This is an optimization exercise on Yosys and OpenROAD, whose aim is small area, not a production implementation.
At most, simulation tests tie the RTL to the original design; equivalence was not proved.

// CORDIC_Top
module CORDIC_Top (
    input clk,
    input [31:0] target,
    output [31:0] cos_x
);
	wire s0 = target > 32'h3b58ce00;
	wire big = target > 32'hc90fdaa2;
	wire c0_1_e = target >= 32'h1bfd5800;
	wire c1_1_e = target <= 32'h6e5b96a2;
	wire c0_2_0 = target >= 32'h0c127ab0;
	wire c1_2_0 = target <= 32'h7e4673f2;
	wire c0_2_1 = target >= 32'h2be83550;
	wire c1_2_1 = target <= 32'h5e70b952;
	wire s1 = s0 ? (big | c1_1_e) : c0_1_e;
	wire s2 = s0 ? (big | (s1 ? c1_2_1 : c1_2_0)) : (s1 ? c0_2_1 : c0_2_0);
	wire [31:0] ea_a = target ^ {32{s0}};
	wire [31:0] ea_k = (s0 ? (s1 ? (s2 ? 32'h56736263 : 32'h666e1043) : (s2 ? 32'h76491d03 : 32'h8643cae3)) : (s1 ? (s2 ? 32'hcc1a73c0 : 32'hdc1521a0) : (s2 ? 32'hebf02e60 : 32'hfbeadc40)));
	wire eas_1 = ea_a[0] ^ ea_k[0] ^ 1'b0;
	wire eac_2 = (ea_a[0] & ea_k[0]) | (ea_a[0] & 1'b0) | (ea_k[0] & 1'b0);
	wire eas_3 = ea_a[1] ^ ea_k[1] ^ eac_2;
	wire eac_4 = (ea_a[1] & ea_k[1]) | (ea_a[1] & eac_2) | (ea_k[1] & eac_2);
	wire eas_5 = ea_a[2] ^ ea_k[2] ^ eac_4;
	wire eac_6 = (ea_a[2] & ea_k[2]) | (ea_a[2] & eac_4) | (ea_k[2] & eac_4);
	wire eas_7 = ea_a[3] ^ ea_k[3] ^ eac_6;
	wire eac_8 = (ea_a[3] & ea_k[3]) | (ea_a[3] & eac_6) | (ea_k[3] & eac_6);
	wire eas_9 = ea_a[4] ^ ea_k[4] ^ eac_8;
	wire eac_10 = (ea_a[4] & ea_k[4]) | (ea_a[4] & eac_8) | (ea_k[4] & eac_8);
	wire eaz_11 = ea_a[5] ^ ea_k[5];
	wire eak_12 = ea_a[5] & ea_k[5];
	wire eaz_13 = ea_a[6] ^ ea_k[6] ^ eak_12;
	wire eak_14 = (ea_a[6] & ea_k[6]) | (ea_a[6] & eak_12) | (ea_k[6] & eak_12);
	wire eaz_15 = ea_a[7] ^ ea_k[7] ^ eak_14;
  ...
make LEC_CHECK=0 CAP_MARGIN=20 CORE_MARGIN=2 CORE_UTILIZATION=40 SLEW_MARGIN=20 finish   # period 10.0 ns
run.sh (not shown) runs the stock make flow with config.mk's settings and CLKGATE_MAP_FILE= SYNTH_SCRIPT=/design/flow/synth_recipe.tcl, a recipe that flattens the netlist after the stock synthesis.
==> next run, changes <==
CAP_MARGIN = 10   (was 20)
CTS_BUF_LIST = sky130_fd_sc_hd__clkbuf_4   (was unset)
SLEW_MARGIN = 10   (was 20)
Result: Worst setup slack got worse by 0.017 ns. Routed wire length goes up by 0.61%. Clock-buffer cell count increases by 51. Cell area falls by 0.60%. Via count increases by 1.7%.
No functional check of the RTL was part of any run of this note.


Another version of the RTL of CORDIC_Top (not shown whole).
For scale: about 2600 cells after synthesis, ~220 flip-flops, ~25000 um2 of cells after synthesis.
clock: 10.0 ns
lec_check: 0
cap_margin: 10
core_margin: 2
core_utilization: 40
cts_buf_list: sky130_fd_sc_hd__clkbuf_8
cts_cluster_diameter: 60
cts_cluster_size: 16
gpl_timing_driven: 0
slew_margin: 10
Then changed:
Settings changed: CORE_UTILIZATION 40 to 60, CTS_BUF_LIST sky130_fd_sc_hd__clkbuf_8 to sky130_fd_sc_hd__clkbuf_4, CTS_CLUSTER_DIAMETER 60 to default, CTS_CLUSTER_SIZE 16 to default.
Result:
- The new run completed without violations
- hold slack hardly moves
- final area barely changes
- clock-buffer cell count rose by 39
- setup slack degrades by 0.075 ns
- non-clock buffer count drops by 1
- wire length fell by 2.3%
- core utilization climbs by 22 points
- synthesized area does not change
Then changed:
Settings changed: CORE_UTILIZATION 60 to 40.
Effect: The new run passed the timing, DRC and antenna checks; sequential share of layout area falls by 0.15 points; area after synthesis is unchanged; via count falls by about 1.1%; setup slack improves by 0.037 ns.


run 1:
CORDIC_Top, a different RTL version from the one above (not shown whole).
Size: roughly 220 flip-flops, roughly 65 I/O pins.
==> flow/config.mk <==
export PLATFORM = sky130hd
export DESIGN_NAME = CORDIC_Top
export DESIGN_NICKNAME = CORDIC_Top
export VERILOG_FILES = /design/flow/design.v
export SDC_FILE = /design/flow/constraint.sdc
export NUM_CORES = 4
export LEC_CHECK = 0
export CAP_MARGIN = 10
export CORE_MARGIN = 2
export CORE_UTILIZATION = 40
export CTS_BUF_LIST = sky130_fd_sc_hd__clkbuf_8
export CTS_CLUSTER_DIAMETER = 50
export CTS_CLUSTER_SIZE = 20
export GPL_TIMING_DRIVEN = 0
export SLEW_MARGIN = 10
==> flow/constraint.sdc <==
create_clock -name core_clock -period 10.0 [get_ports {clk}]
set_input_delay 2.0000 -clock core_clock [delete_from_list [all_inputs] [get_ports {clk}]]
set_output_delay 2.0000 -clock core_clock [all_outputs]
set_load 0.01 [all_outputs]
standard.sh (not shown) runs the stock make flow with config.mk's settings and CLKGATE_MAP_FILE= SYNTH_SCRIPT=/design/flow/synth_recipe.tcl, a recipe that flattens the netlist after the stock synthesis.
==> flow/flow/run.sh <==
#!/bin/bash
# The standard layout (standard.sh: standard synthesis and ORFS flow with
# config.mk's settings), with these changes:
#  - the port buffers are made of the smallest buffer cell instead of the one
#    buffer_ports picks by itself (every input and output port still gets its
#    own buffer);
#  - clock tree synthesis adds no dummy loads (same arguments as ORFS builds
#    from config.mk, plus -dont_use_dummy_load).
set -euo pipefail
export BUFFER_PORTS_ARGS="-buffer_cell sky130_fd_sc_hd__buf_1"
export CTS_ARGS="-sink_clustering_enable -repair_clock_nets -sink_clustering_size 20 -sink_clustering_max_diameter 50 -buf_list sky130_fd_sc_hd__clkbuf_8 -dont_use_dummy_load"
bash standard.sh > standard.log 2>&1
[inputs] run 2 vs run 1
==> flow/flow/run.sh <==
#!/bin/bash
# The standard layout (standard.sh: standard synthesis and ORFS flow with
# config.mk's settings), with two changes:
#  - the port buffers are made of the smallest buffer cell instead of the one
#    buffer_ports picks by itself (every input and output port still gets its
#    own buffer);
#  - after global routing, repair_timing -recover_power downsizes the gates
#    that are not timing-critical (ORFS RECOVER_POWER);
#  - clock tree synthesis adds no dummy loads (same arguments as ORFS builds
#    from config.mk, plus -dont_use_dummy_load).
set -euo pipefail
export BUFFER_PORTS_ARGS="-buffer_cell sky130_fd_sc_hd__buf_1"
export CTS_ARGS="-sink_clustering_enable -repair_clock_nets -sink_clustering_size 20 -sink_clustering_max_diameter 50 -buf_list sky130_fd_sc_hd__clkbuf_8 -dont_use_dummy_load"
export RECOVER_POWER=100
bash standard.sh > standard.log 2>&1
[summary]
~same transition time of the tightest slew-check pin in run 2 and run 1
Between run 1 and run 2, the relative slew slack figures differ only marginally.
The inputs of run 3 differ from those of run 2 as listed below.
- changing CTS_CLUSTER_DIAMETER from 50 to 80
- changing CTS_BUF_LIST from sky130_fd_sc_hd__clkbuf_8 to sky130_fd_sc_hd__clkbuf_16
- changing CTS_CLUSTER_SIZE from 20 to 30
==> flow/flow/run.sh <==
#!/bin/bash
# The standard layout (standard.sh: standard synthesis and ORFS flow with
# config.mk's settings), with the port buffers made of the smallest buffer
# cell instead of the one buffer_ports picks by itself.  Every input and
# output port still gets its own buffer.
set -euo pipefail
export BUFFER_PORTS_ARGS="-buffer_cell sky130_fd_sc_hd__buf_1"
bash standard.sh > standard.log 2>&1
==> results.txt <==
Clock period minus final worst setup slack improves in run 3 relative to run 2. Run 2 → run 3: final core area utilization shows an increase of 0.56 points, maximum single-stage delay on the critical path went down by 0.07 ns, total via count in the routed design was more or less identical. Run 3 vs run 2: share of the final layout cell area in sequential cells down. Higher share of post-route cells with drive strength above 1 among run 2 and run 3: run 3. Run 3 vs. run 2: setup slack has increased; wire length saw an increase.
Changes in run 4 relative to run 3:
- CTS_BUF_LIST changed from sky130_fd_sc_hd__clkbuf_16 to sky130_fd_sc_hd__clkbuf_8
- CTS_CLUSTER_DIAMETER changed from 80 to 60
- CTS_CLUSTER_SIZE changed from 30 to 26
==> flow/flow/run.sh <==
#!/bin/bash
# The standard layout (standard.sh: standard synthesis and ORFS flow with
# config.mk's settings), with these changes:
#  - the port buffers are made of the smallest buffer cell instead of the one
#    buffer_ports picks by itself (every input and output port still gets its
#    own buffer);
#  - clock tree synthesis adds no dummy loads (same arguments as ORFS builds
#    from config.mk, plus -dont_use_dummy_load).
set -euo pipefail
export BUFFER_PORTS_ARGS="-buffer_cell sky130_fd_sc_hd__buf_1"
export CTS_ARGS="-sink_clustering_enable -repair_clock_nets -sink_clustering_size 26 -sink_clustering_max_diameter 60 -buf_list sky130_fd_sc_hd__clkbuf_8 -dont_use_dummy_load"
bash standard.sh > standard.log 2>&1
==> comparison <==
In the tables for run 3 and run 4, sequential share of layout area reads higher with run 4. Run 4 reached the end of the flow, and the finished layout is clean on the timing, DRC and antenna checks. Run comparison: run 3 critical path capture point q4_x[29]; run 4 critical path capture point q1_r[27]. Reported for run 3 and run 4, post-placement cell count turned out identical to the last digit. Area: run 4 vs run 3 -> run 4 smaller. Non-clock buffer area fraction after layout: run 4 vs run 3 — no meaningful difference. As far as maximum frequency is concerned, run 4 and run 3 perform about the same. Going from run 3 to run 4, clock network latency to the later pin of the worst-skew pair grows by 0.07 ns.
### run 4 -> run 5
- changing CTS_CLUSTER_DIAMETER from 60 to 50
- changing CTS_CLUSTER_SIZE from 26 to 20
==> flow/flow/run.sh <==
#!/bin/bash
# The standard layout (standard.sh: standard synthesis and ORFS flow with
# config.mk's settings), with two changes:
#  - the port buffers are made of the smallest buffer cell instead of the one
#    buffer_ports picks by itself (every input and output port still gets its
#    own buffer);
#  - clock tree synthesis adds no dummy loads (same arguments as ORFS builds
#    from config.mk, plus -dont_use_dummy_load).
set -euo pipefail
export BUFFER_PORTS_ARGS="-buffer_cell sky130_fd_sc_hd__buf_1"
export CTS_ARGS="-sink_clustering_enable -repair_clock_nets -sink_clustering_size 20 -sink_clustering_max_diameter 50 -buf_list sky130_fd_sc_hd__clkbuf_8 -dont_use_dummy_load"
bash standard.sh > standard.log 2>&1
## What came out
On sum of met3 wire segment lengths after detailed routing: between run 5 and run 4, it ends up lower for run 5.
Changes observed in run 5 relative to run 4: post-synthesis to final-layout area growth ~0 delta; share of the synthesized area in compound gates (AO/OA/AOI/OAI) ~0 delta; cell area ~0 delta.
Run 5 reports its end of the critical path as q4_x[29] while run 4 reports q1_r[27].
Between run 5 and run 4, the area taken by multi-input logic gates figures differ only marginally.
Via count across run 5 and run 4: no real change.
> inputs changed (run 5 -> run 6)
- swapping sky130_fd_sc_hd__clkbuf_8 for sky130_fd_sc_hd__clkbuf_16 in CTS_BUF_LIST
- swapping 50 for 80 in CTS_CLUSTER_DIAMETER
- swapping 20 for 30 in CTS_CLUSTER_SIZE
-- flow/flow/run.sh --
<<< run 5, line 9
set -euo pipefail
export BUFFER_PORTS_ARGS="-buffer_cell sky130_fd_sc_hd__buf_1"
export CTS_ARGS="-sink_clustering_enable -repair_clock_nets -sink_clustering_size 20 -sink_clustering_max_diameter 50 -buf_list sky130_fd_sc_hd__clkbuf_8 -dont_use_dummy_load"
bash standard.sh > standard.log 2>&1
>>> run 6, line 9
set -euo pipefail
export BUFFER_PORTS_ARGS="-buffer_cell sky130_fd_sc_hd__buf_1"
export CTS_ARGS="-sink_clustering_enable -repair_clock_nets -sink_clustering_size 30 -sink_clustering_max_diameter 80 -buf_list sky130_fd_sc_hd__clkbuf_16 -dont_use_dummy_load"
bash standard.sh > standard.log 2>&1
==> results.txt <==
Relative to run 5, run 6 degrades worst relative slew slack.

[what the ideal ports hide]
The flow's constraints put no driver on any port. The routed layouts listed below were extracted and timed again, unchanged, in two steps. Step 1 (the two cells are an assumption about what drives the block):
set clk [get_ports {clk}]
set_driving_cell -lib_cell sky130_fd_sc_hd__clkbuf_16 $clk
set_driving_cell -lib_cell sky130_fd_sc_hd__buf_2 [delete_from_list [all_inputs] $clk]
Step 2, shift: input delay + t, output delay - t, t = (earliest + latest rising clock arrival at the registers) / 2. This alone moves slack from input paths to output paths. Slacks: no drivers / after step 1 / after step 2; pairs: no drivers / after step 1.
run	t (ns)	setup WS [ns]	hold WS [ns]	latest minus earliest clock arrival (ns)	worst register clock-pin slew, ns
the first run of note 1	0.591	0.483 / 0.449 / -0.080	0.307 / 0.307 / 0.307	0.021 / 0.021	0.07 / 0.07
the second run of note 1	0.814	0.466 / 0.414 / -0.239	0.296 / 0.296 / 0.296	0.069 / 0.070	0.08 / 0.08
the first run of note 2	0.603	0.485 / 0.436 / -0.058	0.326 / 0.326 / 0.326	0.030 / 0.030	0.10 / 0.10
the second run of note 2	0.766	0.410 / 0.441 / -0.325	0.328 / 0.328 / 0.328	0.041 / 0.041	0.08 / 0.08
the third run of note 2	0.780	0.447 / 0.393 / -0.160	0.311 / 0.311 / 0.311	0.046 / 0.047	0.08 / 0.08
run 1	0.594	0.406 / 0.406 / -0.107	0.271 / 0.271 / 0.271	0.077 / 0.077	0.09 / 0.09
run 2	0.595	0.419 / 0.419 / -0.079	0.271 / 0.271 / 0.271	0.076 / 0.076	0.09 / 0.09
run 3	0.564	0.445 / 0.445 / 0.065	0.323 / 0.323 / 0.323	0.020 / 0.020	0.10 / 0.10
run 4	0.603	0.452 / 0.482 / -0.121	0.326 / 0.326 / 0.326	0.077 / 0.077	0.13 / 0.13
run 5	0.594	0.406 / 0.406 / -0.107	0.271 / 0.271 / 0.271	0.077 / 0.077	0.09 / 0.09
run 6	0.548	0.417 / 0.417 / 0.049	0.316 / 0.316 / 0.316	0.052 / 0.052	0.10 / 0.10
With both steps, setup timing fails in 9 of these runs, where it was met with ideal ports. For the second run of note 2, which loses most, drivers alone change the setup slack by +0.031 ns; drivers and shift together by -0.735 ns.
